What follows belongs to an exercise in optimizing a design on an open flow for small area and a short achievable clock period; a production flow would make more cautious choices. The RTL was checked by simulation tests, not by an equivalence proof against the original design. Power figures rest on the tool's default switching activity, not on a simulated workload.

$ cat flow/config.mk
export PLATFORM = sky130hd
export DESIGN_NAME = cpu
export DESIGN_NICKNAME = cpu
export VERILOG_FILES = /design/flow/design.v
export SDC_FILE = /design/flow/constraint.sdc
export NUM_CORES = 4
export LEC_CHECK = 0
export ABC_AREA = 1
export CAP_MARGIN = 20
export CORE_MARGIN = 2
export CORE_UTILIZATION = 40
export SETUP_SLACK_MARGIN = 5
export SLEW_MARGIN = 20
export TNS_END_PERCENT = 10
$ cat flow/constraint.sdc
create_clock -name core_clock -period 20.0 [get_ports {clk}]
set_input_delay 4.0000 -clock core_clock [delete_from_list [all_inputs] [get_ports {clk}]]
set_output_delay 4.0000 -clock core_clock [all_outputs]
set_load 0.01 [all_outputs]
$ cat flow/design.v
module cpu (clk,clrn,inst,pc,alu_out,reg1,reg2);
    input  [31:0] inst;
    input         clk, clrn;
    output [31:0] pc;
    output [31:0] alu_out;
    output [31:0] reg1, reg2;
    wire [5:0] op = inst[31:26];
    wire [4:0] rc = inst[25:21];
    wire [4:0] ra = inst[20:16];
    wire [4:0] rb = inst[15:11];
    wire [3:0] f  = op[3:0];
    reg  [31:0] pc_q;
    reg  [31:0] r1, r2, r3, r4, r5;
    reg         zf_q, sf_q, cf_q;
    assign pc   = pc_q;
    assign reg1 = r5;
    assign reg2 = r4;
    wire [31:0] a = ({32{ra == 5'd1}} & r1) | ({32{ra == 5'd2}} & r2) |
                    ({32{ra == 5'd3}} & r3) | ({32{ra == 5'd4}} & r4) |
                    ({32{ra == 5'd5}} & r5);
    wire        imm_sel = ~op[5] & op[4];
    wire [31:0] b = ({32{~imm_sel & (rb == 5'd1)}} & r1) | ({32{~imm_sel & (rb == 5'd2)}} & r2) |
                    ({32{~imm_sel & (rb == 5'd3)}} & r3) | ({32{~imm_sel & (rb == 5'd4)}} & r4) |
                    ({32{~imm_sel & (rb == 5'd5)}} & r5) |
                    ({32{imm_sel}} & {{16{inst[15]}}, inst[15:0]});
    wire alu_grp = ~op[5];
    wire d_sub = alu_grp & ((f == 4'd1) | (f == 4'd9));
    wire d_mul = alu_grp & (f == 4'd2);
    wire d_and = alu_grp & (f == 4'd3);
    wire d_or  = alu_grp & (f == 4'd4);
    wire d_xor = alu_grp & (f == 4'd5);
    wire d_sll = alu_grp & (f == 4'd6);
    wire d_srl = alu_grp & (f == 4'd7);
    wire d_sra = alu_grp & (f == 4'd8);
    wire d_sum = ~(d_and | d_or | d_xor | d_sll | d_srl | d_sra);
    wire [15:0] ma = a[15:0];
    wire [15:0] mb = b[15:0];
    wire one0 = mb[0];
    wire two0 = mb[1] & ~mb[0];
    wire neg0 = mb[1];
    wire pp0_0 = (one0 & ma[0]) ^ neg0;
    wire pp0_1 = ((one0 & ma[1]) | (two0 & ma[0])) ^ neg0;
    wire pp0_2 = ((one0 & ma[2]) | (two0 & ma[1])) ^ neg0;
    wire pp0_3 = ((one0 & ma[3]) | (two0 & ma[2])) ^ neg0;
    wire pp0_4 = ((one0 & ma[4]) | (two0 & ma[3])) ^ neg0;
    wire pp0_5 = ((one0 & ma[5]) | (two0 & ma[4])) ^ neg0;
    wire pp0_6 = ((one0 & ma[6]) | (two0 & ma[5])) ^ neg0;
    wire pp0_7 = ((one0 & ma[7]) | (two0 & ma[6])) ^ neg0;
    wire pp0_8 = ((one0 & ma[8]) | (two0 & ma[7])) ^ neg0;
    wire pp0_9 = ((one0 & ma[9]) | (two0 & ma[8])) ^ neg0;
    wire pp0_10 = ((one0 & ma[10]) | (two0 & ma[9])) ^ neg0;
    wire pp0_11 = ((one0 & ma[11]) | (two0 & ma[10])) ^ neg0;
    wire pp0_12 = ((one0 & ma[12]) | (two0 & ma[11])) ^ neg0;
    wire pp0_13 = ((one0 & ma[13]) | (two0 & ma[12])) ^ neg0;
    wire pp0_14 = ((one0 & ma[14]) | (two0 & ma[13])) ^ neg0;
    wire pp0_15 = ((one0 & ma[15]) | (two0 & ma[14])) ^ neg0;
    wire pp0_16 = ((one0 & ma[15]) | (two0 & ma[15])) ^ neg0;
    wire one1 = mb[2] ^ mb[1];
    wire two1 = (mb[3] & ~mb[2] & ~mb[1]) | (~mb[3] & mb[2] & mb[1]);
    wire neg1 = mb[3];
    wire pp1_0 = (one1 & ma[0]) ^ neg1;
    wire pp1_1 = ((one1 & ma[1]) | (two1 & ma[0])) ^ neg1;
    wire pp1_2 = ((one1 & ma[2]) | (two1 & ma[1])) ^ neg1;
    wire pp1_3 = ((one1 & ma[3]) | (two1 & ma[2])) ^ neg1;
    wire pp1_4 = ((one1 & ma[4]) | (two1 & ma[3])) ^ neg1;
    wire pp1_5 = ((one1 & ma[5]) | (two1 & ma[4])) ^ neg1;
    wire pp1_6 = ((one1 & ma[6]) | (two1 & ma[5])) ^ neg1;
    wire pp1_7 = ((one1 & ma[7]) | (two1 & ma[6])) ^ neg1;
    wire pp1_8 = ((one1 & ma[8]) | (two1 & ma[7])) ^ neg1;
    wire pp1_9 = ((one1 & ma[9]) | (two1 & ma[8])) ^ neg1;
    wire pp1_10 = ((one1 & ma[10]) | (two1 & ma[9])) ^ neg1;
    wire pp1_11 = ((one1 & ma[11]) | (two1 & ma[10])) ^ neg1;
    wire pp1_12 = ((one1 & ma[12]) | (two1 & ma[11])) ^ neg1;
    wire pp1_13 = ((one1 & ma[13]) | (two1 & ma[12])) ^ neg1;
    wire pp1_14 = ((one1 & ma[14]) | (two1 & ma[13])) ^ neg1;
    wire pp1_15 = ((one1 & ma[15]) | (two1 & ma[14])) ^ neg1;
    wire pp1_16 = ((one1 & ma[15]) | (two1 & ma[15])) ^ neg1;
    wire one2 = mb[4] ^ mb[3];
    wire two2 = (mb[5] & ~mb[4] & ~mb[3]) | (~mb[5] & mb[4] & mb[3]);
    wire neg2 = mb[5];
    wire pp2_0 = (one2 & ma[0]) ^ neg2;
    wire pp2_1 = ((one2 & ma[1]) | (two2 & ma[0])) ^ neg2;
    wire pp2_2 = ((one2 & ma[2]) | (two2 & ma[1])) ^ neg2;
    wire pp2_3 = ((one2 & ma[3]) | (two2 & ma[2])) ^ neg2;
    wire pp2_4 = ((one2 & ma[4]) | (two2 & ma[3])) ^ neg2;
    wire pp2_5 = ((one2 & ma[5]) | (two2 & ma[4])) ^ neg2;
    wire pp2_6 = ((one2 & ma[6]) | (two2 & ma[5])) ^ neg2;
    wire pp2_7 = ((one2 & ma[7]) | (two2 & ma[6])) ^ neg2;
    wire pp2_8 = ((one2 & ma[8]) | (two2 & ma[7])) ^ neg2;
    wire pp2_9 = ((one2 & ma[9]) | (two2 & ma[8])) ^ neg2;
    wire pp2_10 = ((one2 & ma[10]) | (two2 & ma[9])) ^ neg2;
    wire pp2_11 = ((one2 & ma[11]) | (two2 & ma[10])) ^ neg2;
    wire pp2_12 = ((one2 & ma[12]) | (two2 & ma[11])) ^ neg2;
    wire pp2_13 = ((one2 & ma[13]) | (two2 & ma[12])) ^ neg2;
    wire pp2_14 = ((one2 & ma[14]) | (two2 & ma[13])) ^ neg2;
    wire pp2_15 = ((one2 & ma[15]) | (two2 & ma[14])) ^ neg2;
    wire pp2_16 = ((one2 & ma[15]) | (two2 & ma[15])) ^ neg2;
    wire one3 = mb[6] ^ mb[5];
    wire two3 = (mb[7] & ~mb[6] & ~mb[5]) | (~mb[7] & mb[6] & mb[5]);
    wire neg3 = mb[7];
    wire pp3_0 = (one3 & ma[0]) ^ neg3;
    wire pp3_1 = ((one3 & ma[1]) | (two3 & ma[0])) ^ neg3;
    wire pp3_2 = ((one3 & ma[2]) | (two3 & ma[1])) ^ neg3;
    wire pp3_3 = ((one3 & ma[3]) | (two3 & ma[2])) ^ neg3;
    wire pp3_4 = ((one3 & ma[4]) | (two3 & ma[3])) ^ neg3;
    wire pp3_5 = ((one3 & ma[5]) | (two3 & ma[4])) ^ neg3;
    wire pp3_6 = ((one3 & ma[6]) | (two3 & ma[5])) ^ neg3;
    wire pp3_7 = ((one3 & ma[7]) | (two3 & ma[6])) ^ neg3;
    wire pp3_8 = ((one3 & ma[8]) | (two3 & ma[7])) ^ neg3;
    wire pp3_9 = ((one3 & ma[9]) | (two3 & ma[8])) ^ neg3;
    wire pp3_10 = ((one3 & ma[10]) | (two3 & ma[9])) ^ neg3;
    wire pp3_11 = ((one3 & ma[11]) | (two3 & ma[10])) ^ neg3;
    wire pp3_12 = ((one3 & ma[12]) | (two3 & ma[11])) ^ neg3;
    wire pp3_13 = ((one3 & ma[13]) | (two3 & ma[12])) ^ neg3;
    wire pp3_14 = ((one3 & ma[14]) | (two3 & ma[13])) ^ neg3;
    wire pp3_15 = ((one3 & ma[15]) | (two3 & ma[14])) ^ neg3;
    wire pp3_16 = ((one3 & ma[15]) | (two3 & ma[15])) ^ neg3;
    wire one4 = mb[8] ^ mb[7];
    wire two4 = (mb[9] & ~mb[8] & ~mb[7]) | (~mb[9] & mb[8] & mb[7]);
    wire neg4 = mb[9];
    wire pp4_0 = (one4 & ma[0]) ^ neg4;
    wire pp4_1 = ((one4 & ma[1]) | (two4 & ma[0])) ^ neg4;
    wire pp4_2 = ((one4 & ma[2]) | (two4 & ma[1])) ^ neg4;
    wire pp4_3 = ((one4 & ma[3]) | (two4 & ma[2])) ^ neg4;
    wire pp4_4 = ((one4 & ma[4]) | (two4 & ma[3])) ^ neg4;
    wire pp4_5 = ((one4 & ma[5]) | (two4 & ma[4])) ^ neg4;
    wire pp4_6 = ((one4 & ma[6]) | (two4 & ma[5])) ^ neg4;
    wire pp4_7 = ((one4 & ma[7]) | (two4 & ma[6])) ^ neg4;
    wire pp4_8 = ((one4 & ma[8]) | (two4 & ma[7])) ^ neg4;
    wire pp4_9 = ((one4 & ma[9]) | (two4 & ma[8])) ^ neg4;
    wire pp4_10 = ((one4 & ma[10]) | (two4 & ma[9])) ^ neg4;
    wire pp4_11 = ((one4 & ma[11]) | (two4 & ma[10])) ^ neg4;
    wire pp4_12 = ((one4 & ma[12]) | (two4 & ma[11])) ^ neg4;
    wire pp4_13 = ((one4 & ma[13]) | (two4 & ma[12])) ^ neg4;
    wire pp4_14 = ((one4 & ma[14]) | (two4 & ma[13])) ^ neg4;
    wire pp4_15 = ((one4 & ma[15]) | (two4 & ma[14])) ^ neg4;
    wire pp4_16 = ((one4 & ma[15]) | (two4 & ma[15])) ^ neg4;
    wire one5 = mb[10] ^ mb[9];
    wire two5 = (mb[11] & ~mb[10] & ~mb[9]) | (~mb[11] & mb[10] & mb[9]);
    wire neg5 = mb[11];
    wire pp5_0 = (one5 & ma[0]) ^ neg5;
    wire pp5_1 = ((one5 & ma[1]) | (two5 & ma[0])) ^ neg5;
    wire pp5_2 = ((one5 & ma[2]) | (two5 & ma[1])) ^ neg5;
    wire pp5_3 = ((one5 & ma[3]) | (two5 & ma[2])) ^ neg5;
    wire pp5_4 = ((one5 & ma[4]) | (two5 & ma[3])) ^ neg5;
    wire pp5_5 = ((one5 & ma[5]) | (two5 & ma[4])) ^ neg5;
    wire pp5_6 = ((one5 & ma[6]) | (two5 & ma[5])) ^ neg5;
    wire pp5_7 = ((one5 & ma[7]) | (two5 & ma[6])) ^ neg5;
    wire pp5_8 = ((one5 & ma[8]) | (two5 & ma[7])) ^ neg5;
    wire pp5_9 = ((one5 & ma[9]) | (two5 & ma[8])) ^ neg5;
    wire pp5_10 = ((one5 & ma[10]) | (two5 & ma[9])) ^ neg5;
    wire pp5_11 = ((one5 & ma[11]) | (two5 & ma[10])) ^ neg5;
    wire pp5_12 = ((one5 & ma[12]) | (two5 & ma[11])) ^ neg5;
    wire pp5_13 = ((one5 & ma[13]) | (two5 & ma[12])) ^ neg5;
    wire pp5_14 = ((one5 & ma[14]) | (two5 & ma[13])) ^ neg5;
    wire pp5_15 = ((one5 & ma[15]) | (two5 & ma[14])) ^ neg5;
    wire pp5_16 = ((one5 & ma[15]) | (two5 & ma[15])) ^ neg5;
    wire one6 = mb[12] ^ mb[11];
    wire two6 = (mb[13] & ~mb[12] & ~mb[11]) | (~mb[13] & mb[12] & mb[11]);
    wire neg6 = mb[13];
    wire pp6_0 = (one6 & ma[0]) ^ neg6;
    wire pp6_1 = ((one6 & ma[1]) | (two6 & ma[0])) ^ neg6;
    wire pp6_2 = ((one6 & ma[2]) | (two6 & ma[1])) ^ neg6;
    wire pp6_3 = ((one6 & ma[3]) | (two6 & ma[2])) ^ neg6;
    wire pp6_4 = ((one6 & ma[4]) | (two6 & ma[3])) ^ neg6;
    wire pp6_5 = ((one6 & ma[5]) | (two6 & ma[4])) ^ neg6;
    wire pp6_6 = ((one6 & ma[6]) | (two6 & ma[5])) ^ neg6;
    wire pp6_7 = ((one6 & ma[7]) | (two6 & ma[6])) ^ neg6;
    wire pp6_8 = ((one6 & ma[8]) | (two6 & ma[7])) ^ neg6;
    wire pp6_9 = ((one6 & ma[9]) | (two6 & ma[8])) ^ neg6;
    wire pp6_10 = ((one6 & ma[10]) | (two6 & ma[9])) ^ neg6;
    wire pp6_11 = ((one6 & ma[11]) | (two6 & ma[10])) ^ neg6;
    wire pp6_12 = ((one6 & ma[12]) | (two6 & ma[11])) ^ neg6;
    wire pp6_13 = ((one6 & ma[13]) | (two6 & ma[12])) ^ neg6;
    wire pp6_14 = ((one6 & ma[14]) | (two6 & ma[13])) ^ neg6;
    wire pp6_15 = ((one6 & ma[15]) | (two6 & ma[14])) ^ neg6;
    wire pp6_16 = ((one6 & ma[15]) | (two6 & ma[15])) ^ neg6;
    wire one7 = mb[14] ^ mb[13];
    wire two7 = (mb[15] & ~mb[14] & ~mb[13]) | (~mb[15] & mb[14] & mb[13]);
    wire neg7 = mb[15];
    wire pp7_0 = (one7 & ma[0]) ^ neg7;
    wire pp7_1 = ((one7 & ma[1]) | (two7 & ma[0])) ^ neg7;
    wire pp7_2 = ((one7 & ma[2]) | (two7 & ma[1])) ^ neg7;
    wire pp7_3 = ((one7 & ma[3]) | (two7 & ma[2])) ^ neg7;
    wire pp7_4 = ((one7 & ma[4]) | (two7 & ma[3])) ^ neg7;
    wire pp7_5 = ((one7 & ma[5]) | (two7 & ma[4])) ^ neg7;
    wire pp7_6 = ((one7 & ma[6]) | (two7 & ma[5])) ^ neg7;
    wire pp7_7 = ((one7 & ma[7]) | (two7 & ma[6])) ^ neg7;
    wire pp7_8 = ((one7 & ma[8]) | (two7 & ma[7])) ^ neg7;
    wire pp7_9 = ((one7 & ma[9]) | (two7 & ma[8])) ^ neg7;
    wire pp7_10 = ((one7 & ma[10]) | (two7 & ma[9])) ^ neg7;
    wire pp7_11 = ((one7 & ma[11]) | (two7 & ma[10])) ^ neg7;
    wire pp7_12 = ((one7 & ma[12]) | (two7 & ma[11])) ^ neg7;
    wire pp7_13 = ((one7 & ma[13]) | (two7 & ma[12])) ^ neg7;
    wire pp7_14 = ((one7 & ma[14]) | (two7 & ma[13])) ^ neg7;
    wire pp7_15 = ((one7 & ma[15]) | (two7 & ma[14])) ^ neg7;
    wire pp7_16 = ((one7 & ma[15]) | (two7 & ma[15])) ^ neg7;
    wire hs1 = neg5 ^ pp0_10;
    wire hc2 = neg5 & pp0_10;
    wire hs3 = pp0_11 ^ pp1_9;
    wire hc4 = pp0_11 & pp1_9;
    wire fs5 = neg6 ^ pp0_12 ^ pp1_10;
    wire fc6 = (neg6 & pp0_12) | (neg6 & pp1_10) | (pp0_12 & pp1_10);
    wire hs7 = pp2_8 ^ pp3_6;
    wire hc8 = pp2_8 & pp3_6;
    wire fs9 = pp0_13 ^ pp1_11 ^ pp2_9;
    wire fc10 = (pp0_13 & pp1_11) | (pp0_13 & pp2_9) | (pp1_11 & pp2_9);
    wire hs11 = pp3_7 ^ pp4_5;
    wire hc12 = pp3_7 & pp4_5;
    wire fs13 = neg7 ^ pp0_14 ^ pp1_12;
    wire fc14 = (neg7 & pp0_14) | (neg7 & pp1_12) | (pp0_14 & pp1_12);
    wire fs15 = pp2_10 ^ pp3_8 ^ pp4_6;
    wire fc16 = (pp2_10 & pp3_8) | (pp2_10 & pp4_6) | (pp3_8 & pp4_6);
    wire hs17 = pp5_4 ^ pp6_2;
    wire hc18 = pp5_4 & pp6_2;
    wire fs19 = pp0_15 ^ pp1_13 ^ pp2_11;
    wire fc20 = (pp0_15 & pp1_13) | (pp0_15 & pp2_11) | (pp1_13 & pp2_11);
    wire fs21 = pp3_9 ^ pp4_7 ^ pp5_5;
    wire fc22 = (pp3_9 & pp4_7) | (pp3_9 & pp5_5) | (pp4_7 & pp5_5);
    wire hs23 = pp6_3 ^ pp7_1;
    wire hc24 = pp6_3 & pp7_1;
    wire fs25 = pp0_16 ^ pp1_14 ^ pp2_12;
    wire fc26 = (pp0_16 & pp1_14) | (pp0_16 & pp2_12) | (pp1_14 & pp2_12);
    wire fs27 = pp3_10 ^ pp4_8 ^ pp5_6;
    wire fc28 = (pp3_10 & pp4_8) | (pp3_10 & pp5_6) | (pp4_8 & pp5_6);
    wire hs29 = pp6_4 ^ pp7_2;
    wire hc30 = pp6_4 & pp7_2;
    wire fs31 = pp0_16 ^ pp1_15 ^ pp2_13;
    wire fc32 = (pp0_16 & pp1_15) | (pp0_16 & pp2_13) | (pp1_15 & pp2_13);
    wire fs33 = pp3_11 ^ pp4_9 ^ pp5_7;
    wire fc34 = (pp3_11 & pp4_9) | (pp3_11 & pp5_7) | (pp4_9 & pp5_7);
    wire hs35 = pp6_5 ^ pp7_3;
    wire hc36 = pp6_5 & pp7_3;
    wire fs37 = ~pp0_16 ^ ~pp1_16 ^ pp2_14;
    wire fc38 = (~pp0_16 & ~pp1_16) | (~pp0_16 & pp2_14) | (~pp1_16 & pp2_14);
    wire fs39 = pp3_12 ^ pp4_10 ^ pp5_8;
    wire fc40 = (pp3_12 & pp4_10) | (pp3_12 & pp5_8) | (pp4_10 & pp5_8);
    wire hs41 = pp6_6 ^ pp7_4;
    wire hc42 = pp6_6 & pp7_4;
    wire fs43 = 1'b1 ^ pp2_15 ^ pp3_13;
    wire fc44 = (1'b1 & pp2_15) | (1'b1 & pp3_13) | (pp2_15 & pp3_13);
    wire fs45 = pp4_11 ^ pp5_9 ^ pp6_7;
    wire fc46 = (pp4_11 & pp5_9) | (pp4_11 & pp6_7) | (pp5_9 & pp6_7);
    wire fs47 = ~pp2_16 ^ pp3_14 ^ pp4_12;
    wire fc48 = (~pp2_16 & pp3_14) | (~pp2_16 & pp4_12) | (pp3_14 & pp4_12);
    wire hs49 = 1'b1 ^ pp3_15;
    wire hc50 = 1'b1 & pp3_15;
    wire hs51 = neg3 ^ pp0_6;
    wire hc52 = neg3 & pp0_6;
    wire hs53 = pp0_7 ^ pp1_5;
    wire hc54 = pp0_7 & pp1_5;
    wire fs55 = neg4 ^ pp0_8 ^ pp1_6;
    wire fc56 = (neg4 & pp0_8) | (neg4 & pp1_6) | (pp0_8 & pp1_6);
    wire hs57 = pp2_4 ^ pp3_2;
    wire hc58 = pp2_4 & pp3_2;
    wire fs59 = pp0_9 ^ pp1_7 ^ pp2_5;
    wire fc60 = (pp0_9 & pp1_7) | (pp0_9 & pp2_5) | (pp1_7 & pp2_5);
    wire hs61 = pp3_3 ^ pp4_1;
    wire hc62 = pp3_3 & pp4_1;
    wire fs63 = pp1_8 ^ pp2_6 ^ pp3_4;
    wire fc64 = (pp1_8 & pp2_6) | (pp1_8 & pp3_4) | (pp2_6 & pp3_4);
    wire fs65 = pp4_2 ^ pp5_0 ^ hs1;
    wire fc66 = (pp4_2 & pp5_0) | (pp4_2 & hs1) | (pp5_0 & hs1);
    wire fs67 = pp2_7 ^ pp3_5 ^ pp4_3;
    wire fc68 = (pp2_7 & pp3_5) | (pp2_7 & pp4_3) | (pp3_5 & pp4_3);
    wire fs69 = pp5_1 ^ hc2 ^ hs3;
    wire fc70 = (pp5_1 & hc2) | (pp5_1 & hs3) | (hc2 & hs3);
    wire fs71 = pp4_4 ^ pp5_2 ^ pp6_0;
    wire fc72 = (pp4_4 & pp5_2) | (pp4_4 & pp6_0) | (pp5_2 & pp6_0);
    wire fs73 = hc4 ^ hs7 ^ fs5;
    wire fc74 = (hc4 & hs7) | (hc4 & fs5) | (hs7 & fs5);
    wire fs75 = pp5_3 ^ pp6_1 ^ hc8;
    wire fc76 = (pp5_3 & pp6_1) | (pp5_3 & hc8) | (pp6_1 & hc8);
    wire fs77 = hs11 ^ fc6 ^ fs9;
    wire fc78 = (hs11 & fc6) | (hs11 & fs9) | (fc6 & fs9);
    wire fs79 = pp7_0 ^ hc12 ^ hs17;
    wire fc80 = (pp7_0 & hc12) | (pp7_0 & hs17) | (hc12 & hs17);
    wire fs81 = fc10 ^ fs13 ^ fs15;
    wire fc82 = (fc10 & fs13) | (fc10 & fs15) | (fs13 & fs15);
    wire fs83 = hc18 ^ hs23 ^ fc14;
    wire fc84 = (hc18 & hs23) | (hc18 & fc14) | (hs23 & fc14);
    wire fs85 = fc16 ^ fs19 ^ fs21;
    wire fc86 = (fc16 & fs19) | (fc16 & fs21) | (fs19 & fs21);
    wire fs87 = hc24 ^ hs29 ^ fc20;
    wire fc88 = (hc24 & hs29) | (hc24 & fc20) | (hs29 & fc20);
    wire fs89 = fc22 ^ fs25 ^ fs27;
    wire fc90 = (fc22 & fs25) | (fc22 & fs27) | (fs25 & fs27);
    wire fs91 = hc30 ^ hs35 ^ fc26;
    wire fc92 = (hc30 & hs35) | (hc30 & fc26) | (hs35 & fc26);
    wire fs93 = fc28 ^ fs31 ^ fs33;
    wire fc94 = (fc28 & fs31) | (fc28 & fs33) | (fs31 & fs33);
    wire fs95 = hc36 ^ hs41 ^ fc32;
    wire fc96 = (hc36 & hs41) | (hc36 & fc32) | (hs41 & fc32);
    wire fs97 = fc34 ^ fs37 ^ fs39;
    wire fc98 = (fc34 & fs37) | (fc34 & fs39) | (fs37 & fs39);
    wire fs99 = pp7_5 ^ hc42 ^ fc38;
    wire fc100 = (pp7_5 & hc42) | (pp7_5 & fc38) | (hc42 & fc38);
    wire fs101 = fc40 ^ fs43 ^ fs45;
    wire fc102 = (fc40 & fs43) | (fc40 & fs45) | (fs43 & fs45);
    wire fs103 = pp5_10 ^ pp6_8 ^ pp7_6;
    wire fc104 = (pp5_10 & pp6_8) | (pp5_10 & pp7_6) | (pp6_8 & pp7_6);
    wire fs105 = fc44 ^ fc46 ^ fs47;
    wire fc106 = (fc44 & fc46) | (fc44 & fs47) | (fc46 & fs47);
    wire fs107 = pp4_13 ^ pp5_11 ^ pp6_9;
    wire fc108 = (pp4_13 & pp5_11) | (pp4_13 & pp6_9) | (pp5_11 & pp6_9);
    wire fs109 = pp7_7 ^ hs49 ^ fc48;
    wire fc110 = (pp7_7 & hs49) | (pp7_7 & fc48) | (hs49 & fc48);
    wire fs111 = ~pp3_16 ^ pp4_14 ^ pp5_12;
    wire fc112 = (~pp3_16 & pp4_14) | (~pp3_16 & pp5_12) | (pp4_14 & pp5_12);
    wire fs113 = pp6_10 ^ pp7_8 ^ hc50;
    wire fc114 = (pp6_10 & pp7_8) | (pp6_10 & hc50) | (pp7_8 & hc50);
    wire fs115 = 1'b1 ^ pp4_15 ^ pp5_13;
    wire fc116 = (1'b1 & pp4_15) | (1'b1 & pp5_13) | (pp4_15 & pp5_13);
    wire hs117 = pp6_11 ^ pp7_9;
    wire hc118 = pp6_11 & pp7_9;
    wire fs119 = ~pp4_16 ^ pp5_14 ^ pp6_12;
    wire fc120 = (~pp4_16 & pp5_14) | (~pp4_16 & pp6_12) | (pp5_14 & pp6_12);
    wire hs121 = 1'b1 ^ pp5_15;
    wire hc122 = 1'b1 & pp5_15;
    wire hs123 = neg2 ^ pp0_4;
    wire hc124 = neg2 & pp0_4;
    wire hs125 = pp0_5 ^ pp1_3;
    wire hc126 = pp0_5 & pp1_3;
    wire fs127 = pp1_4 ^ pp2_2 ^ pp3_0;
    wire fc128 = (pp1_4 & pp2_2) | (pp1_4 & pp3_0) | (pp2_2 & pp3_0);
    wire fs129 = pp2_3 ^ pp3_1 ^ hc52;
    wire fc130 = (pp2_3 & pp3_1) | (pp2_3 & hc52) | (pp3_1 & hc52);
    wire fs131 = pp4_0 ^ hc54 ^ hs57;
    wire fc132 = (pp4_0 & hc54) | (pp4_0 & hs57) | (hc54 & hs57);
    wire fs133 = hc58 ^ hs61 ^ fc56;
    wire fc134 = (hc58 & hs61) | (hc58 & fc56) | (hs61 & fc56);
    wire fs135 = hc62 ^ fc60 ^ fs63;
    wire fc136 = (hc62 & fc60) | (hc62 & fs63) | (fc60 & fs63);
    wire fs137 = fc64 ^ fs67 ^ fc66;
    wire fc138 = (fc64 & fs67) | (fc64 & fc66) | (fs67 & fc66);
    wire fs139 = fc68 ^ fs71 ^ fc70;
    wire fc140 = (fc68 & fs71) | (fc68 & fc70) | (fs71 & fc70);
    wire fs141 = fc72 ^ fs75 ^ fc74;
    wire fc142 = (fc72 & fs75) | (fc72 & fc74) | (fs75 & fc74);
    wire fs143 = fc76 ^ fs79 ^ fc78;
    wire fc144 = (fc76 & fs79) | (fc76 & fc78) | (fs79 & fc78);
    wire fs145 = fc80 ^ fs83 ^ fc82;
    wire fc146 = (fc80 & fs83) | (fc80 & fc82) | (fs83 & fc82);
    wire fs147 = fc84 ^ fs87 ^ fc86;
    wire fc148 = (fc84 & fs87) | (fc84 & fc86) | (fs87 & fc86);
    wire fs149 = fc88 ^ fs91 ^ fc90;
    wire fc150 = (fc88 & fs91) | (fc88 & fc90) | (fs91 & fc90);
    wire fs151 = fc92 ^ fs95 ^ fc94;
    wire fc152 = (fc92 & fs95) | (fc92 & fc94) | (fs95 & fc94);
    wire fs153 = fc96 ^ fs99 ^ fc98;
    wire fc154 = (fc96 & fs99) | (fc96 & fc98) | (fs99 & fc98);
    wire fs155 = fs103 ^ fc100 ^ fc102;
    wire fc156 = (fs103 & fc100) | (fs103 & fc102) | (fc100 & fc102);
    wire fs157 = fc104 ^ fs107 ^ fs109;
    wire fc158 = (fc104 & fs107) | (fc104 & fs109) | (fs107 & fs109);
    wire fs159 = fc108 ^ fs111 ^ fs113;
    wire fc160 = (fc108 & fs111) | (fc108 & fs113) | (fs111 & fs113);
    wire fs161 = hs117 ^ fc112 ^ fs115;
    wire fc162 = (hs117 & fc112) | (hs117 & fs115) | (fc112 & fs115);
    wire fs163 = pp7_10 ^ hc118 ^ fc116;
    wire fc164 = (pp7_10 & hc118) | (pp7_10 & fc116) | (hc118 & fc116);
    wire fs165 = pp6_13 ^ pp7_11 ^ hs121;
    wire fc166 = (pp6_13 & pp7_11) | (pp6_13 & hs121) | (pp7_11 & hs121);
    wire fs167 = ~pp5_16 ^ pp6_14 ^ pp7_12;
    wire fc168 = (~pp5_16 & pp6_14) | (~pp5_16 & pp7_12) | (pp6_14 & pp7_12);
    wire hs169 = 1'b1 ^ pp6_15;
    wire hc170 = 1'b1 & pp6_15;
    wire hs171 = neg1 ^ pp0_2;
    wire hc172 = neg1 & pp0_2;
    wire hs173 = pp0_3 ^ pp1_1;
    wire hc174 = pp0_3 & pp1_1;
    wire fs175 = pp1_2 ^ pp2_0 ^ hs123;
    wire fc176 = (pp1_2 & pp2_0) | (pp1_2 & hs123) | (pp2_0 & hs123);
    wire fs177 = pp2_1 ^ hc124 ^ hs125;
    wire fc178 = (pp2_1 & hc124) | (pp2_1 & hs125) | (hc124 & hs125);
    wire fs179 = hc126 ^ hs51 ^ fs127;
    wire fc180 = (hc126 & hs51) | (hc126 & fs127) | (hs51 & fs127);
    wire fs181 = hs53 ^ fc128 ^ fs129;
    wire fc182 = (hs53 & fc128) | (hs53 & fs129) | (fc128 & fs129);
    wire fs183 = fs55 ^ fc130 ^ fs131;
    wire fc184 = (fs55 & fc130) | (fs55 & fs131) | (fc130 & fs131);
    wire fs185 = fs59 ^ fc132 ^ fs133;
    wire fc186 = (fs59 & fc132) | (fs59 & fs133) | (fc132 & fs133);
    wire fs187 = fs65 ^ fc134 ^ fs135;
    wire fc188 = (fs65 & fc134) | (fs65 & fs135) | (fc134 & fs135);
    wire fs189 = fs69 ^ fc136 ^ fs137;
    wire fc190 = (fs69 & fc136) | (fs69 & fs137) | (fc136 & fs137);
    wire fs191 = fs73 ^ fc138 ^ fs139;
    wire fc192 = (fs73 & fc138) | (fs73 & fs139) | (fc138 & fs139);
    wire fs193 = fs77 ^ fc140 ^ fs141;
    wire fc194 = (fs77 & fc140) | (fs77 & fs141) | (fc140 & fs141);
    wire fs195 = fs81 ^ fc142 ^ fs143;
    wire fc196 = (fs81 & fc142) | (fs81 & fs143) | (fc142 & fs143);
    wire fs197 = fs85 ^ fc144 ^ fs145;
    wire fc198 = (fs85 & fc144) | (fs85 & fs145) | (fc144 & fs145);
    wire fs199 = fs89 ^ fc146 ^ fs147;
    wire fc200 = (fs89 & fc146) | (fs89 & fs147) | (fc146 & fs147);
    wire fs201 = fs93 ^ fc148 ^ fs149;
    wire fc202 = (fs93 & fc148) | (fs93 & fs149) | (fc148 & fs149);
    wire fs203 = fs97 ^ fc150 ^ fs151;
    wire fc204 = (fs97 & fc150) | (fs97 & fs151) | (fc150 & fs151);
    wire fs205 = fs101 ^ fc152 ^ fs153;
    wire fc206 = (fs101 & fc152) | (fs101 & fs153) | (fc152 & fs153);
    wire fs207 = fs105 ^ fc154 ^ fs155;
    wire fc208 = (fs105 & fc154) | (fs105 & fs155) | (fc154 & fs155);
    wire fs209 = fc106 ^ fc156 ^ fs157;
    wire fc210 = (fc106 & fc156) | (fc106 & fs157) | (fc156 & fs157);
    wire fs211 = fc110 ^ fs159 ^ fc158;
    wire fc212 = (fc110 & fs159) | (fc110 & fc158) | (fs159 & fc158);
    wire fs213 = fc114 ^ fs161 ^ fc160;
    wire fc214 = (fc114 & fs161) | (fc114 & fc160) | (fs161 & fc160);
    wire fs215 = fs119 ^ fs163 ^ fc162;
    wire fc216 = (fs119 & fs163) | (fs119 & fc162) | (fs163 & fc162);
    wire fs217 = fc120 ^ fs165 ^ fc164;
    wire fc218 = (fc120 & fs165) | (fc120 & fc164) | (fs165 & fc164);
    wire fs219 = hc122 ^ fs167 ^ fc166;
    wire fc220 = (hc122 & fs167) | (hc122 & fc166) | (fs167 & fc166);
    wire fs221 = pp7_13 ^ hs169 ^ fc168;
    wire fc222 = (pp7_13 & hs169) | (pp7_13 & fc168) | (hs169 & fc168);
    wire fs223 = ~pp6_16 ^ pp7_14 ^ hc170;
    wire fc224 = (~pp6_16 & pp7_14) | (~pp6_16 & hc170) | (pp7_14 & hc170);
    wire hs225 = 1'b1 ^ pp7_15;
    wire hc226 = 1'b1 & pp7_15;
    wire [31:0] ms = {1'b1, ~pp7_16, hs225, fs223, fs221, fs219, fs217, fs215, fs213, fs211, fs209, fs207, fs205, fs203, fs201, fs199, fs197, fs195, fs193, fs191, fs189, fs187, fs185, fs183, fs181, fs179, fs177, fs175, hs173, hs171, pp0_1, neg0};
    wire [31:0] mc = {1'b0, hc226, fc224, fc222, fc220, fc218, fc216, fc214, fc212, fc210, fc208, fc206, fc204, fc202, fc200, fc198, fc196, fc194, fc192, fc190, fc188, fc186, fc184, fc182, fc180, fc178, fc176, hc174, hc172, pp1_0, 1'b0, pp0_0};
    wire [31:0] x = d_mul ? ms : a;
    wire [31:0] y = d_mul ? mc : (b ^ {32{d_sub}});
    wire        cin = d_sub;
    wire g0_0 = x[0] & y[0];
    wire p0_0 = x[0] ^ y[0];
    wire g0_1 = x[1] & y[1];
    wire p0_1 = x[1] ^ y[1];
    wire g0_2 = x[2] & y[2];
    wire p0_2 = x[2] ^ y[2];
    wire g0_3 = x[3] & y[3];
    wire p0_3 = x[3] ^ y[3];
    wire g0_4 = x[4] & y[4];
    wire p0_4 = x[4] ^ y[4];
    wire g0_5 = x[5] & y[5];
    wire p0_5 = x[5] ^ y[5];
    wire g0_6 = x[6] & y[6];
    wire p0_6 = x[6] ^ y[6];
    wire g0_7 = x[7] & y[7];
    wire p0_7 = x[7] ^ y[7];
    wire g0_8 = x[8] & y[8];
    wire p0_8 = x[8] ^ y[8];
    wire g0_9 = x[9] & y[9];
    wire p0_9 = x[9] ^ y[9];
    wire g0_10 = x[10] & y[10];
    wire p0_10 = x[10] ^ y[10];
    wire g0_11 = x[11] & y[11];
    wire p0_11 = x[11] ^ y[11];
    wire g0_12 = x[12] & y[12];
    wire p0_12 = x[12] ^ y[12];
    wire g0_13 = x[13] & y[13];
    wire p0_13 = x[13] ^ y[13];
    wire g0_14 = x[14] & y[14];
    wire p0_14 = x[14] ^ y[14];
    wire g0_15 = x[15] & y[15];
    wire p0_15 = x[15] ^ y[15];
    wire g0_16 = x[16] & y[16];
    wire p0_16 = x[16] ^ y[16];
    wire g0_17 = x[17] & y[17];
    wire p0_17 = x[17] ^ y[17];
    wire g0_18 = x[18] & y[18];
    wire p0_18 = x[18] ^ y[18];
    wire g0_19 = x[19] & y[19];
    wire p0_19 = x[19] ^ y[19];
    wire g0_20 = x[20] & y[20];
    wire p0_20 = x[20] ^ y[20];
    wire g0_21 = x[21] & y[21];
    wire p0_21 = x[21] ^ y[21];
    wire g0_22 = x[22] & y[22];
    wire p0_22 = x[22] ^ y[22];
    wire g0_23 = x[23] & y[23];
    wire p0_23 = x[23] ^ y[23];
    wire g0_24 = x[24] & y[24];
    wire p0_24 = x[24] ^ y[24];
    wire g0_25 = x[25] & y[25];
    wire p0_25 = x[25] ^ y[25];
    wire g0_26 = x[26] & y[26];
    wire p0_26 = x[26] ^ y[26];
    wire g0_27 = x[27] & y[27];
    wire p0_27 = x[27] ^ y[27];
    wire g0_28 = x[28] & y[28];
    wire p0_28 = x[28] ^ y[28];
    wire g0_29 = x[29] & y[29];
    wire p0_29 = x[29] ^ y[29];
    wire g0_30 = x[30] & y[30];
    wire p0_30 = x[30] ^ y[30];
    wire g0_31 = x[31] & y[31];
    wire p0_31 = x[31] ^ y[31];
    wire gg0 = g0_0 | (p0_0 & cin);
    wire G227 = g0_1 | (p0_1 & gg0);
    wire G229 = g0_3 | (p0_3 & g0_2);
    wire P230 = p0_3 & p0_2;
    wire G231 = g0_5 | (p0_5 & g0_4);
    wire P232 = p0_5 & p0_4;
    wire G233 = g0_7 | (p0_7 & g0_6);
    wire P234 = p0_7 & p0_6;
    wire G235 = g0_9 | (p0_9 & g0_8);
    wire P236 = p0_9 & p0_8;
    wire G237 = g0_11 | (p0_11 & g0_10);
    wire P238 = p0_11 & p0_10;
    wire G239 = g0_13 | (p0_13 & g0_12);
    wire P240 = p0_13 & p0_12;
    wire G241 = g0_15 | (p0_15 & g0_14);
    wire P242 = p0_15 & p0_14;
    wire G243 = g0_17 | (p0_17 & g0_16);
    wire P244 = p0_17 & p0_16;
    wire G245 = g0_19 | (p0_19 & g0_18);
    wire P246 = p0_19 & p0_18;
    wire G247 = g0_21 | (p0_21 & g0_20);
    wire P248 = p0_21 & p0_20;
    wire G249 = g0_23 | (p0_23 & g0_22);
    wire P250 = p0_23 & p0_22;
    wire G251 = g0_25 | (p0_25 & g0_24);
    wire P252 = p0_25 & p0_24;
    wire G253 = g0_27 | (p0_27 & g0_26);
    wire P254 = p0_27 & p0_26;
    wire G255 = g0_29 | (p0_29 & g0_28);
    wire P256 = p0_29 & p0_28;
    wire G257 = g0_31 | (p0_31 & g0_30);
    wire P258 = p0_31 & p0_30;
    wire G259 = g0_2 | (p0_2 & G227);
    wire G261 = G229 | (P230 & G227);
    wire G263 = g0_6 | (p0_6 & G231);
    wire P264 = p0_6 & P232;
    wire G265 = G233 | (P234 & G231);
    wire P266 = P234 & P232;
    wire G267 = g0_10 | (p0_10 & G235);
    wire P268 = p0_10 & P236;
    wire G269 = G237 | (P238 & G235);
    wire P270 = P238 & P236;
    wire G271 = g0_14 | (p0_14 & G239);
    wire P272 = p0_14 & P240;
    wire G273 = G241 | (P242 & G239);
    wire P274 = P242 & P240;
    wire G275 = g0_18 | (p0_18 & G243);
    wire P276 = p0_18 & P244;
    wire G277 = G245 | (P246 & G243);
    wire P278 = P246 & P244;
    wire G279 = g0_22 | (p0_22 & G247);
    wire P280 = p0_22 & P248;
    wire G281 = G249 | (P250 & G247);
    wire P282 = P250 & P248;
    wire G283 = g0_26 | (p0_26 & G251);
    wire P284 = p0_26 & P252;
    wire G285 = G253 | (P254 & G251);
    wire P286 = P254 & P252;
    wire G287 = g0_30 | (p0_30 & G255);
    wire P288 = p0_30 & P256;
    wire G289 = G257 | (P258 & G255);
    wire P290 = P258 & P256;
    wire G291 = g0_4 | (p0_4 & G261);
    wire G293 = G231 | (P232 & G261);
    wire G295 = G263 | (P264 & G261);
    wire G297 = G265 | (P266 & G261);
    wire G299 = g0_12 | (p0_12 & G269);
    wire P300 = p0_12 & P270;
    wire G301 = G239 | (P240 & G269);
    wire P302 = P240 & P270;
    wire G303 = G271 | (P272 & G269);
    wire P304 = P272 & P270;
    wire G305 = G273 | (P274 & G269);
    wire P306 = P274 & P270;
    wire G307 = g0_20 | (p0_20 & G277);
    wire P308 = p0_20 & P278;
    wire G309 = G247 | (P248 & G277);
    wire P310 = P248 & P278;
    wire G311 = G279 | (P280 & G277);
    wire P312 = P280 & P278;
    wire G313 = G281 | (P282 & G277);
    wire P314 = P282 & P278;
    wire G315 = g0_28 | (p0_28 & G285);
    wire P316 = p0_28 & P286;
    wire G317 = G255 | (P256 & G285);
    wire P318 = P256 & P286;
    wire G319 = G287 | (P288 & G285);
    wire P320 = P288 & P286;
    wire G321 = G289 | (P290 & G285);
    wire P322 = P290 & P286;
    wire G323 = g0_8 | (p0_8 & G297);
    wire G325 = G235 | (P236 & G297);
    wire G327 = G267 | (P268 & G297);
    wire G329 = G269 | (P270 & G297);
    wire G331 = G299 | (P300 & G297);
    wire G333 = G301 | (P302 & G297);
    wire G335 = G303 | (P304 & G297);
    wire G337 = G305 | (P306 & G297);
    wire G339 = g0_24 | (p0_24 & G313);
    wire P340 = p0_24 & P314;
    wire G341 = G251 | (P252 & G313);
    wire P342 = P252 & P314;
    wire G343 = G283 | (P284 & G313);
    wire P344 = P284 & P314;
    wire G345 = G285 | (P286 & G313);
    wire P346 = P286 & P314;
    wire G347 = G315 | (P316 & G313);
    wire P348 = P316 & P314;
    wire G349 = G317 | (P318 & G313);
    wire P350 = P318 & P314;
    wire G351 = G319 | (P320 & G313);
    wire P352 = P320 & P314;
    wire G353 = G321 | (P322 & G313);
    wire P354 = P322 & P314;
    wire G355 = g0_16 | (p0_16 & G337);
    wire G357 = G243 | (P244 & G337);
    wire G359 = G275 | (P276 & G337);
    wire G361 = G277 | (P278 & G337);
    wire G363 = G307 | (P308 & G337);
    wire G365 = G309 | (P310 & G337);
    wire G367 = G311 | (P312 & G337);
    wire G369 = G313 | (P314 & G337);
    wire G371 = G339 | (P340 & G337);
    wire G373 = G341 | (P342 & G337);
    wire G375 = G343 | (P344 & G337);
    wire G377 = G345 | (P346 & G337);
    wire G379 = G347 | (P348 & G337);
    wire G381 = G349 | (P350 & G337);
    wire G383 = G351 | (P352 & G337);
    wire G385 = G353 | (P354 & G337);
    wire [31:0] g = {g0_31, g0_30, g0_29, g0_28, g0_27, g0_26, g0_25, g0_24, g0_23, g0_22, g0_21, g0_20, g0_19, g0_18, g0_17, g0_16, g0_15, g0_14, g0_13, g0_12, g0_11, g0_10, g0_9, g0_8, g0_7, g0_6, g0_5, g0_4, g0_3, g0_2, g0_1, g0_0};
    wire [31:0] p = {p0_31, p0_30, p0_29, p0_28, p0_27, p0_26, p0_25, p0_24, p0_23, p0_22, p0_21, p0_20, p0_19, p0_18, p0_17, p0_16, p0_15, p0_14, p0_13, p0_12, p0_11, p0_10, p0_9, p0_8, p0_7, p0_6, p0_5, p0_4, p0_3, p0_2, p0_1, p0_0};
    wire [31:0] c = {G383, G381, G379, G377, G375, G373, G371, G369, G367, G365, G363, G361, G359, G357, G355, G337, G335, G333, G331, G329, G327, G325, G323, G297, G295, G293, G291, G261, G259, G227, gg0, cin};
    wire        cout = G385;
    wire        right = d_srl | d_sra;
    wire        fill  = d_sra & a[31];
    reg  [31:0] a_rev;
    integer i;
    always @* for (i = 0; i < 32; i = i + 1) a_rev[i] = a[31-i];
    wire [32:0] sw = {right ? a : a_rev, 1'b0};
    wire [4:0]  n  = b[4:0];
    wire [32:0] s0 = n[0] ? {{1{fill}},  sw[32:1]}  : sw;
    wire [32:0] s1 = n[1] ? {{2{fill}},  s0[32:2]}  : s0;
    wire [32:0] s2 = n[2] ? {{4{fill}},  s1[32:4]}  : s1;
    wire [32:0] s3 = n[3] ? {{8{fill}},  s2[32:8]}  : s2;
    wire [32:0] s4 = n[4] ? {{16{fill}}, s3[32:16]} : s3;
    reg  [31:0] shl;
    always @* for (i = 0; i < 32; i = i + 1) shl[i] = s4[32-i];
    wire [31:0] pr = ({32{d_sum | d_or | d_xor}} & p) |
                     ({32{d_and | d_or}} & g) |
                     ({32{d_sll}} & shl) |
                     ({32{right}} & s4[32:1]);
    wire [31:0] r = pr ^ ({32{d_sum}} & c);
    wire cf = (d_sum & ~d_mul & cout) | ((d_sll | right) & s4[0]);
    assign alu_out = r;
    wire wreg = alu_grp & (f <= 4'd8);
    always @(posedge clk or negedge clrn)
        if (!clrn) begin
            r1 <= 0; r2 <= 0; r3 <= 0; r4 <= 0; r5 <= 0;
        end else if (wreg) begin
            if (rc == 5'd1) r1 <= r;
            if (rc == 5'd2) r2 <= r;
            if (rc == 5'd3) r3 <= r;
            if (rc == 5'd4) r4 <= r;
            if (rc == 5'd5) r5 <= r;
        end
    always @(posedge clk or negedge clrn)
        if (!clrn) begin
            zf_q <= 0; sf_q <= 0; cf_q <= 0;
        end else begin
            zf_q <= ~|r; sf_q <= r[31]; cf_q <= cf;
        end
    reg take;
    always @* begin
        case (f)
            4'd0:  take = 1'b1;
            4'd1:  take = zf_q & ~sf_q;
            4'd2:  take = ~zf_q;
            4'd3:  take = sf_q & ~zf_q;
            4'd4:  take = sf_q | zf_q;
            4'd5:  take = ~sf_q & ~zf_q;
            4'd6:  take = ~sf_q | zf_q;
            4'd7:  take = cf_q;
            4'd8:  take = ~cf_q;
            4'd9:  take = zf_q;
            4'd10: take = ~zf_q;
            default: take = 1'b0;
        endcase
    end
    wire jmp = op[5] & op[4] & take;
    wire [32:0] ic;
    assign ic[0] = 1'b1;
    genvar k;
    generate for (k = 0; k < 32; k = k + 1) begin : inc
        assign ic[k+1] = ic[k] & pc_q[k];
    end endgenerate
    wire [31:0] pc1 = pc_q ^ ic[31:0];
    always @(posedge clk or negedge clrn)
        if (!clrn) pc_q <= 0;
        else       pc_q <= jmp ? {24'b0, inst[25:18]} : pc1;
endmodule
$ cat flow/flow/run.sh
#!/bin/bash
# The standard layout, with the port buffers made from sky130_fd_sc_hd__buf_1
# cells instead of the cell buffer_ports picks by default.
set -euo pipefail
bash standard.sh synth > synth.log 2>&1
bash standard.sh "BUFFER_PORTS_ARGS=-buffer_cell sky130_fd_sc_hd__buf_1" finish > layout.log 2>&1
$ cat flow/standard.sh
#!/bin/bash
# synth_recipe.tcl (not shown) runs the flow's synth.tcl, then flattens the netlist and writes it again
# the make line also repeats each setting of config.mk as NAME=value (left out here)
make -C /OpenROAD-flow-scripts/flow DESIGN_CONFIG=/design/flow/config.mk WORK_HOME=/design/flow/orfs CLKGATE_MAP_FILE= SYNTH_SCRIPT=/design/flow/synth_recipe.tcl "${@:-finish}"
==> results.yml, run 1 <==
grt:
  antenna_found_initial: 2
  grt_max_degree: 94
  grt_use_met1_pct: 49.4
  grtUsageTotal_pct: 36.7
  grt_overflow: 0
  met2_usage_pct: 58.0
  met3_usage_pct: 4.87
  grt_pass1_wl_mm: 146
  first_global_vias: 22133
  grt_most_used_layer: "met2"
sta:
  maxSlewHeadroom_pct: 34.5
  whs_ns: 0.533
  rsz0062_at_grt: "yes"
  finalHoldViolCount: 0
  fin_setup_tns_ns: 0
  max_freq_mhz: 67.3
  period_share_pct: 74.3
  maxSlewViolCount: 0
  clock_skew_ns: 0.0167
  finalCriticalPeriod_ns: 14.85
  setup_viol_count_final: 0
  worst_slew_pin_slew_ns: 0.983
yosys:
  ys_types: 48
  synth_flop_cell: "dfrtp_1"
  yosys.area_share.adder_pct: 13.2
  yosysWarnings: 1
  synthMuxAreaShare_pct: 0
  synth-xor-area-share_pct: 5.83
  avgSynthCellArea_um2: 6.68
  ys_seq_elements: 195
  synth-async-reset-ratio_pct: 100
  yosysSeqAreaShare_pct: 23.2
  synthesis.instances: 3148
  synth_enable_flop_cells: 0
  synth_compound_area_share_pct: 15.7
  synth_top_family_by_area: "simple AND/OR/NAND/NOR gates"
  netlist_area_um2: 21000
  yosys.area_share.simple_pct: 30.4
  syn_nets: 3351
cts:
  h-tree-depth: 4
  holdBufCountCts: 0
  cts.sinks: 195
  cts_buffers: 17
  cts_tree: "yes"
  clock_path_buffers: 2
  worstSkewPairLatency_ns: 0.48
  root_buffer: "clkbuf_16"
  clkTransAtPathRegs_ns: 0.08
die:
  die_w_um: 233
  die_h_um: 233
  start_util_pct: 40.2
  std_cell_rows: 84
  core_area_um2: 52200
  die-area_um2: 54400
  io_pins: 162
cells_and_area:
  syn2layout_area_growth_pct: 15.9
  nFillCells: 5394
  layout-drive-gt1-share_pct: 10.7
  final_nets: 3508
  multi_input_area_um2: 14200
  ff_latch_area_um2: 4880
placement:
  gp_congestion: 1.04
  detailed_place_hpwl_mm: 76.0
  io_buffer_count: 161
worst_setup_path:
  cp_num_buf_inv: 10
  path_common_cell: "inv_1"
  crit_required_ns: 16.00
  max_stage_delay_ns: 0.52
  worstPathArrival_ns: 10.85
  end_kind: "primary output"
  cp_slowest_cell: "fa_1"
  cp_max_fo: 20
  crit_family: "adder cells"
  cp-start-kind: "input port"
  critical_path_class: "in2out"
pwr:
  peakVddDrop_v: 0.0000567
  total_power_mw: 1.92
  p_per_area_nw_per_um2: 78.9
  power.leakage_nw: 11.9
routing:
  ant_nets: 0
  vias: 24381
  first_pass_iters: 7
  drc_errors: 0
  avgViaCountPerCell: 6.08
  drt_iter0_markers: 3282
  routed_wl_mm: 103
  wl_per_cell_um: 25.7
worst_hold_path:
  hp-class: "reg2reg"
run_status:
  status: "complete, no violations"
flow_run:
  cap_violations: 0
==> kinds of logic (layout without fill, tap and decap cells) <==
family | after synthesis | count (layout)
AND/OR/NAND/NOR | 1461 | 1466
other | 0 | 2
flip-flops | 195 | 195
adder cells (fa/ha/maj) | 169 | 169
XOR/XNOR | 140 | 140
AO/OA/AOI/OAI | 564 | 564
buffers and inverters | 619 | 784
==> flip-flops by register name (all words and copies together), names as in the netlist <==
name  cells
cf_q      1
r5       32
r3       32
r1       32
sf_q      1
r4       32
pc_q     32
zf_q      1
r2       32
==> worst reg2reg max path: cells and delay by family (launching register included) <==
kind / cells / cell delay (ns)
AND/OR/NAND/NOR: 12 / 2.39
adder cells (fa/ha/maj): 5 / 2.12
buffers and inverters: 12 / 1.30
AO/OA/AOI/OAI: 7 / 0.96
flip-flops: 1 / 0.44
XOR/XNOR: 1 / 0.18
==> area by class of cell <==
class	count	area share, %
multi-input cells	2339	58.5
clock inverters	14	0.555
clock buffers	18	1.80
flip-flops and latches	195	20.0
inverters	433	6.97
diodes	2	0.0205
well taps	688	3.53
repair buffers	319	8.60
==> cells in the final DEF (no fill, tap or decap), types with 18 or more instances in the layout <==
cell and instances:
a31oi_1 35, nand3_1 461, o21ai_0 238, nand2_1 617
o21ai_1 18, nand4_1 54, xor2_1 138, clkbuf_16 19
buf_4 129, nand2_4 19, inv_2 22, ha_1 81
a21oi_1 40, inv_1 390, fa_1 87, o22ai_1 135
nor2_1 224, nand2_2 33, dfrtp_1 195, buf_1 156
a22oi_1 34
==> where the power goes <==
group,switching [mW],internal (mW)
combinational,0.687,0.338
sequential,0.0646,0.474
clock,0.189,0.169
==> final timing paths <==
kind	from	end	slack, ns	cells past startpoint
min in group asynchronous	clrn	r1[28]$_DFFE_PN0P_	3.61	1
max	inst[20]	alu_out[31]	5.15	33
min	pc_q[0]$_DFF_PN0_	pc_q[0]$_DFF_PN0_	0.53	1
max in group asynchronous	clrn	r3[1]$_DFFE_PN0P_	14.91	2
max reg2reg	r5[3]$_DFFE_PN0P_	zf_q$_DFF_PN0_	12.46	37
min reg2reg	pc_q[0]$_DFF_PN0_	pc_q[0]$_DFF_PN0_	0.53	1
==> per-stage QoR <==
step	area (um2)	utilization (%)	std cells	setup slack, ns
floorplan	21000	-	3148	5.86
global placement	22200	42.4	3861	3.42
detailed placement	22200	42.4	3861	3.27
CTS	23400	44.9	3941	5.00
global route	24400	46.6	4006	4.88
finish	24400	46.6	4008	5.15
==> what timing repair did <==
item,in CTS,in global routing
gates cloned,3,5
resized for setup,89,90
buffers inserted,45,59
pin swaps,7,34
endpoints found under the setup margin,22,17
==> layer usage <==
metal / up-vias / routed length [um] / part of all wire, %
met5: - / 13 / 0.013
li1: 10776 / - / -
met2: 1523 / 46300 / 45
met3: 291 / 9210 / 8.9
met4: 2 / 6000 / 5.8
met1: 11789 / 41500 / 40
==> cells in the mapped netlist (11+ instances only) <==
cell | number | area (um2)
a21oi_1 | 42 | 210
a221oi_1 | 17 | 149
a22oi_1 | 34 | 255
a31oi_1 | 35 | 219
buf_1 | 15 | 56.3
buf_2 | 49 | 245
buf_4 | 11 | 82.6
clkbuf_1 | 110 | 413
dfrtp_1 | 195 | 4880
fa_1 | 88 | 1760
ha_1 | 81 | 1010
inv_1 | 404 | 1520
inv_2 | 24 | 90.1
nand2_1 | 649 | 2440
nand2_2 | 16 | 100
nand3_1 | 464 | 2320
nand4_1 | 54 | 338
nor2_1 | 242 | 908
nor3_1 | 11 | 55.1
o21ai_0 | 249 | 1250
o21ai_1 | 12 | 60.1
o221ai_1 | 17 | 149
o22ai_1 | 140 | 876
xor2_1 | 138 | 1210
==> run 2: changes to the inputs <==
==> flow/flow/run.sh (replaced) <==
#!/bin/bash
# The standard layout, with the port buffers made from sky130_fd_sc_hd__buf_1
# cells instead of the cell buffer_ports picks by default, and timing repair
# aiming at a setup slack margin of 4.5 ns.
set -euo pipefail
bash standard.sh synth > synth.log 2>&1
bash standard.sh "BUFFER_PORTS_ARGS=-buffer_cell sky130_fd_sc_hd__buf_1" SETUP_SLACK_MARGIN=4.5 finish > layout.log 2>&1
--- a/flow/config.mk
+++ b/flow/config.mk
@@ -9,6 +9,7 @@
 export CAP_MARGIN = 20
 export CORE_MARGIN = 2
 export CORE_UTILIZATION = 40
+export CTS_BUF_LIST = sky130_fd_sc_hd__clkbuf_8 sky130_fd_sc_hd__clkbuf_16
 export SETUP_SLACK_MARGIN = 5
 export SLEW_MARGIN = 20
 export TNS_END_PERCENT = 10
==> results.yml, run 2 <==
cts:
  root_buffer: "clkbuf_16"
  clock_path_buffers: 2
  holdBufCountCts: 0
  clkTransAtPathRegs_ns: 0.08
  cts_buffers: 17
  h-tree-depth: 4
  worstSkewPairLatency_ns: 0.48
  cts_tree: "yes"
  cts.sinks: 195
die:
  die_h_um: 233
  std_cell_rows: 84
  die-area_um2: 54400
  core_area_um2: 52200
  io_pins: 162
  die_w_um: 233
  start_util_pct: 40.2
routing:
  vias: 23925
  wl_per_cell_um: 25.5
  drt_iter0_markers: 3068
  drc_errors: 0
  avgViaCountPerCell: 6.06
  ant_nets: 0
  first_pass_iters: 6
  routed_wl_mm: 101
cells_and_area:
  ff_latch_area_um2: 4880
  layout-drive-gt1-share_pct: 7.69
  fin_area_um2: 23500
  final_cell_mix: "nand2_1, nand3_1, inv_1"
  syn2layout_area_growth_pct: 11.8
  final_nets: 3443
  multi_input_area_um2: 14000
  nFillCells: 5452
  mostFrequentLayoutCell: "nand2_1"
grt:
  first_global_vias: 21906
  grt_max_degree: 94
  grt_pass1_wl_mm: 145
  antenna_found_initial: 2
  grtUsageTotal_pct: 36.3
  grt_overflow: 0
worst_setup_path:
  endpoint: "alu_out[31]"
  timing.rr.end: "zf_q$_DFF_PN0_"
  worstRegToRegCells: 31
  critical_path_class: "in2out"
  reg2reg_from: "r2[2]$_DFFE_PN0P_"
  crit_required_ns: 16.00
  max_stage_delay_ns: 0.53
  worstSetupStartpoint: "inst[18]"
  cp_num_buf_inv: 12
  r2r_slack_ns: 12.23
  end_kind: "primary output"
  crit_cells: 34
  crit_family: "adder cells"
  cp-start-kind: "input port"
  worstPathArrival_ns: 11.32
  cp_max_fo: 19
  cp_slowest_cell: "fa_1"
yosys:
  synth_flop_cell: "dfrtp_1"
  synth_area_leader_cell: "dfrtp_1"
  syn_nets: 3351
  post-synth-top-area-fraction_pct: 23.2
  yosysSeqAreaShare_pct: 23.2
  synth.area.top_cells: "dfrtp_1, nand2_1, nand3_1"
  ys_types: 48
  netlist_area_um2: 21000
  synth.most_common_cell: "nand2_1"
  synth_common_cells: "nand2_1, nand3_1, inv_1, o21ai_0, nor2_1"
  avgSynthCellArea_um2: 6.68
  yosysWarnings: 1
  synthesis.instances: 3148
  synth_enable_flop_cells: 0
  ys_seq_elements: 195
  synth-async-reset-ratio_pct: 100
pwr:
  power.leakage_nw: 11.5
  peakVddDrop_v: 0.0000565
  clkPwrFrac_pct: 19.0
  intPower_mw: 0.958
  total_power_mw: 1.88
  p_per_area_nw_per_um2: 80.1
  p_seq_share_pct: 28.6
  p_comb_share_pct: 52.4
  switching_share_pct: 49.1
  switching_power_mw: 0.923
run_status:
  status: "complete, no violations"
placement:
  detailed_place_hpwl_mm: 76.0
  gp_congestion: 1.04
  io_buffer_count: 161
  dpl-instance-area_um2: 22200
flow_run:
  cap_violations: 0
sta:
  finalCriticalPeriod_ns: 15.32
  maxSlewViolCount: 0
  maxSlewHeadroom_pct: 33.3
  fin_setup_tns_ns: 0
  clock_skew_ns: 0.0159
  finalHoldViolCount: 0
  period_share_pct: 76.6
  max_freq_mhz: 65.3
  rsz0062_at_grt: "yes"
  setup_viol_count_final: 0
  worst_slew_pin_slew_ns: 1.00
worst_hold_path:
  hp-class: "reg2reg"
run 2: cell counts after synthesis:
Identical to the previous run, type by type.
run 2: worst min-delay path by stage:
stage,start,endpoint,slack [ns],depth (start not counted)
after floorplan,r1[6]$_DFFE_PN0P_,r1[6]$_DFFE_PN0P_,0.48,2
after global placement,pc_q[0]$_DFF_PN0_,pc_q[0]$_DFF_PN0_,0.50,1
after detailed placement,pc_q[0]$_DFF_PN0_,pc_q[0]$_DFF_PN0_,0.52,1
after CTS,pc_q[0]$_DFF_PN0_,pc_q[0]$_DFF_PN0_,0.53,1
after global routing,pc_q[0]$_DFF_PN0_,pc_q[0]$_DFF_PN0_,0.55,1
final,pc_q[0]$_DFF_PN0_,pc_q[0]$_DFF_PN0_,0.53,1
run 2: area by class of cell:
class | instances | area share (%)
Clock buffer | 18 | 1.87
Inverter | 433 | 7.14
Multi-Input combinational cell | 2337 | 59.7
Antenna cell | 4 | 0.0426
Sequential cell | 195 | 20.8
Clock inverter | 14 | 0.575
Tap cell | 688 | 3.66
Timing Repair Buffer | 256 | 6.25
run 2: cell families after synthesis:
logic type | synth area share, %
and+or+nand+nor | 30.4
xor gates and xnor gates | 5.83
DFF | 23.2
buffers and inverters | 11.6
adders and majority gates | 13.2
AOI/OAI and AO/OA | 15.7
run 2: metrics by stage:
step                setup slack [ns]  std cells  hold WS [ns]  utilization, %
floorplan                       5.86       3148         0.475               -
global placement                3.42       3861         0.495            42.4
detailed placement              3.27       3861         0.520            42.4
CTS                             4.50       3903         0.528            43.9
global route                    4.44       3941         0.553            45.0
finish                          4.68       3945         0.526            45.0
run 2: layer usage:
layer  vias to the layer above  GRT usage [%]  wire length [um]
met5                         -              0                 0
met4                         0           16.3              5500
met3                       256           4.85              9100
met2                      1438           57.9             45400
met1                     11582           49.0             40800
li1                      10649              -                 -
run 2: what timing repair did:
item                       CTS  global route
pin swaps                    2             5
setup endpoints to repair   18            16
gates resized for setup     44            55
setup buffers                9            34
cloned                       1             3
run 2: power groups by stage:
stage               logic, mW  registers, mW  clock network [mW]
floorplan               0.570          0.540                   0
global placement        0.944          0.540                   0
detailed placement      0.950          0.543                   0
CTS                     0.964          0.536               0.360
global route             1.08          0.545               0.375
finish                  0.986          0.538               0.357
==> run 3: changes to the inputs <==
--- a/flow/config.mk
+++ b/flow/config.mk
@@ -9,7 +9,6 @@
 export CAP_MARGIN = 20
 export CORE_MARGIN = 2
 export CORE_UTILIZATION = 40
-export CTS_BUF_LIST = sky130_fd_sc_hd__clkbuf_8 sky130_fd_sc_hd__clkbuf_16
 export SETUP_SLACK_MARGIN = 5
 export SLEW_MARGIN = 20
 export TNS_END_PERCENT = 10
==> results.yml, run 3 <==
run_status:
  status: "complete, no violations"
cts:
  cts_buffers: 17
  clock_path_buffers: 2
  cts_tree: "yes"
  cts.sinks: 195
  holdBufCountCts: 0
  h-tree-depth: 4
  worstSkewPairLatency_ns: 0.48
  clkTransAtPathRegs_ns: 0.08
  root_buffer: "clkbuf_16"
worst_setup_path:
  end_kind: "primary output"
  critical_path_class: "in2out"
  cp_slowest_cell: "fa_1"
  cp-start-kind: "input port"
  crit_required_ns: 16.00
  cp_max_fo: 19
  worstPathArrival_ns: 11.32
  max_stage_delay_ns: 0.53
die:
  io_pins: 162
  die_h_um: 233
  die_w_um: 233
  die-area_um2: 54400
  std_cell_rows: 84
  core_area_um2: 52200
  start_util_pct: 40.2
routing:
  vias: 23925
  wl_per_cell_um: 25.5
  drt_iter0_markers: 3068
  avgViaCountPerCell: 6.06
  routed_wl_mm: 101
  ant_nets: 0
  drc_errors: 0
  first_pass_iters: 6
sta:
  worst_slew_pin_slew_ns: 1.00
  whs_ns: 0.526
  clock_skew_ns: 0.0159
  period_share_pct: 76.6
  max_freq_mhz: 65.3
  maxSlewHeadroom_pct: 33.3
  maxSlewViolCount: 0
  finalHoldViolCount: 0
  finalCriticalPeriod_ns: 15.32
  layout_setup_ws_ns: 4.68
  rsz0062_at_grt: "yes"
  fin_setup_tns_ns: 0
  setup_viol_count_final: 0
yosys:
  synth.area.top_cells: "dfrtp_1, nand2_1, nand3_1"
  synth_common_cells: "nand2_1, nand3_1, inv_1, o21ai_0, nor2_1"
  yosysWarnings: 1
  synth_enable_flop_cells: 0
  ys_types: 48
  avgSynthCellArea_um2: 6.68
  synthesis.instances: 3148
  synth-async-reset-ratio_pct: 100
  netlist_area_um2: 21000
  ys_seq_elements: 195
  post-synth-top-area-fraction_pct: 23.2
  synth_area_leader_cell: "dfrtp_1"
  synth.most_common_cell: "nand2_1"
  syn_nets: 3351
  synth_flop_cell: "dfrtp_1"
  yosysSeqAreaShare_pct: 23.2
placement:
  pre_cts_ws_ns: 3.27
  gp_congestion: 1.04
  io_buffer_count: 161
  detailed_place_hpwl_mm: 76.0
cells_and_area:
  nFillCells: 5452
  final_cell_mix: "nand2_1, nand3_1, inv_1"
  mostFrequentLayoutCell: "nand2_1"
  ff_latch_area_um2: 4880
  syn2layout_area_growth_pct: 11.8
  final_nets: 3443
  layout-drive-gt1-share_pct: 7.69
  multi_input_area_um2: 14000
flow_run:
  cap_violations: 0
grt:
  grt_overflow: 0
  grtUsageTotal_pct: 36.3
  antenna_found_initial: 2
  grt_pass1_wl_mm: 145
  first_global_vias: 21906
  grt_max_degree: 94
pwr:
  p_per_area_nw_per_um2: 80.1
  peakVddDrop_v: 0.0000565
  power.leakage_nw: 11.5
  total_power_mw: 1.88
worst_hold_path:
  hp-class: "reg2reg"
run 3: critical path, delay by kind of cell:
family,cells,cell delay [ns]
and+or+nand+nor,13,2.20
buffers and inverters,12,2.08
xor gates and xnor gates,1,0.24
adders and majority gates,5,2.23
AOI/OAI and AO/OA,3,0.51
run 3: area by class of cell:
type / instances / share of cell area [%]
sequential: 195 / 20.8
tap: 688 / 3.66
clock inverter: 14 / 0.575
inverter: 433 / 7.14
clock buffer: 18 / 1.87
antenna: 4 / 0.0426
multi-input combinational: 2337 / 59.7
timing repair buffer: 256 / 6.25
run 3: final timing paths:
path                            slack (ns)                 end  cells after the start               from
worst max-delay path                  4.68         alu_out[31]                     34           inst[18]
worst min-delay path                  0.53   pc_q[0]$_DFF_PN0_                      1  pc_q[0]$_DFF_PN0_
worst max register to register       12.23      zf_q$_DFF_PN0_                     31  r2[2]$_DFFE_PN0P_
worst min register to register        0.53   pc_q[0]$_DFF_PN0_                      1  pc_q[0]$_DFF_PN0_
max in group asynchronous            14.90   r4[1]$_DFFE_PN0P_                      2               clrn
min in group asynchronous             3.61  r1[28]$_DFFE_PN0P_                      1               clrn
run 3: power by group:
group / switching (mW) / total [mW] / internal (mW)
clock: 0.188 / 0.357 / 0.169
sequential: 0.0643 / 0.538 / 0.474
combinational: 0.671 / 0.986 / 0.315
total: 0.923 / 1.88 / 0.958
run 3: stage by stage:
stage,util (%),cell area [um2],std cells
after global routing,45.0,23500,3941
after detailed placement,42.4,22200,3861
after floorplan,-,21000,3148
final,45.0,23500,3945
after CTS,43.9,22900,3903
after global placement,42.4,22200,3861
run 3: repair_timing:
| action | 4_1_cts | 5_1_grt |
|---|---|---|
| resized for setup | 44 | 55 |
| endpoints found under the hold margin | 0 | 0 |
| setup endpoints to repair | 18 | 16 |
| cloned | 1 | 3 |
| buffers inserted | 9 | 34 |
| pin swaps | 2 | 5 |
run 3: kinds of logic (layout without fill, tap and decap cells):
kind of cell	Yosys count	in the layout	synth area share (%)
compound gates	564	564	15.7
xor+xnor	140	140	5.83
fa+ha+maj	169	169	13.2
buf+inv	619	721	11.6
flops	195	195	23.2
other cells	0	4	0
simple gates	1461	1464	30.4
run 3: per-layer routing:
metal	wire length, um	up-vias	part of all wire (%)	global-route usage (%)
li1	-	10649	-	-
met1	40800	11582	40	49.0
met2	45400	1438	45	57.9
met3	9100	256	9.0	4.85
met4	5500	0	5.5	16.3
met5	0	-	0	0

## port drivers added, routing unchanged
How much do the figures lean on ideal ports? The routed layouts below were timed once more, with nothing changed but the port constraints. Step 1, drivers: a clkbuf_16 drives clk and a buf_2 each remaining input, both assumed. Step 2, shift: input delay + t, output delay - t, t = (earliest + latest rising clock arrival at the registers) / 2. This alone moves slack from input paths to output paths. Slacks: ideal / step 1 / step 2; pairs: ideal / step 1.
run | t, ns | setup slack, ns | cell pins on the clock port's net
run 1 | 0.526 | 5.145 / 5.110 / 5.110 | 1
run 2 | 0.525 | 4.676 / 4.643 / 4.643 | 1
run 3 | 0.525 | 4.676 / 4.643 / 4.643 | 1
After both steps every run listed still meets setup and hold. For run 1, which loses most, drivers alone change the setup slack by -0.035 ns; drivers and shift together by -0.035 ns.
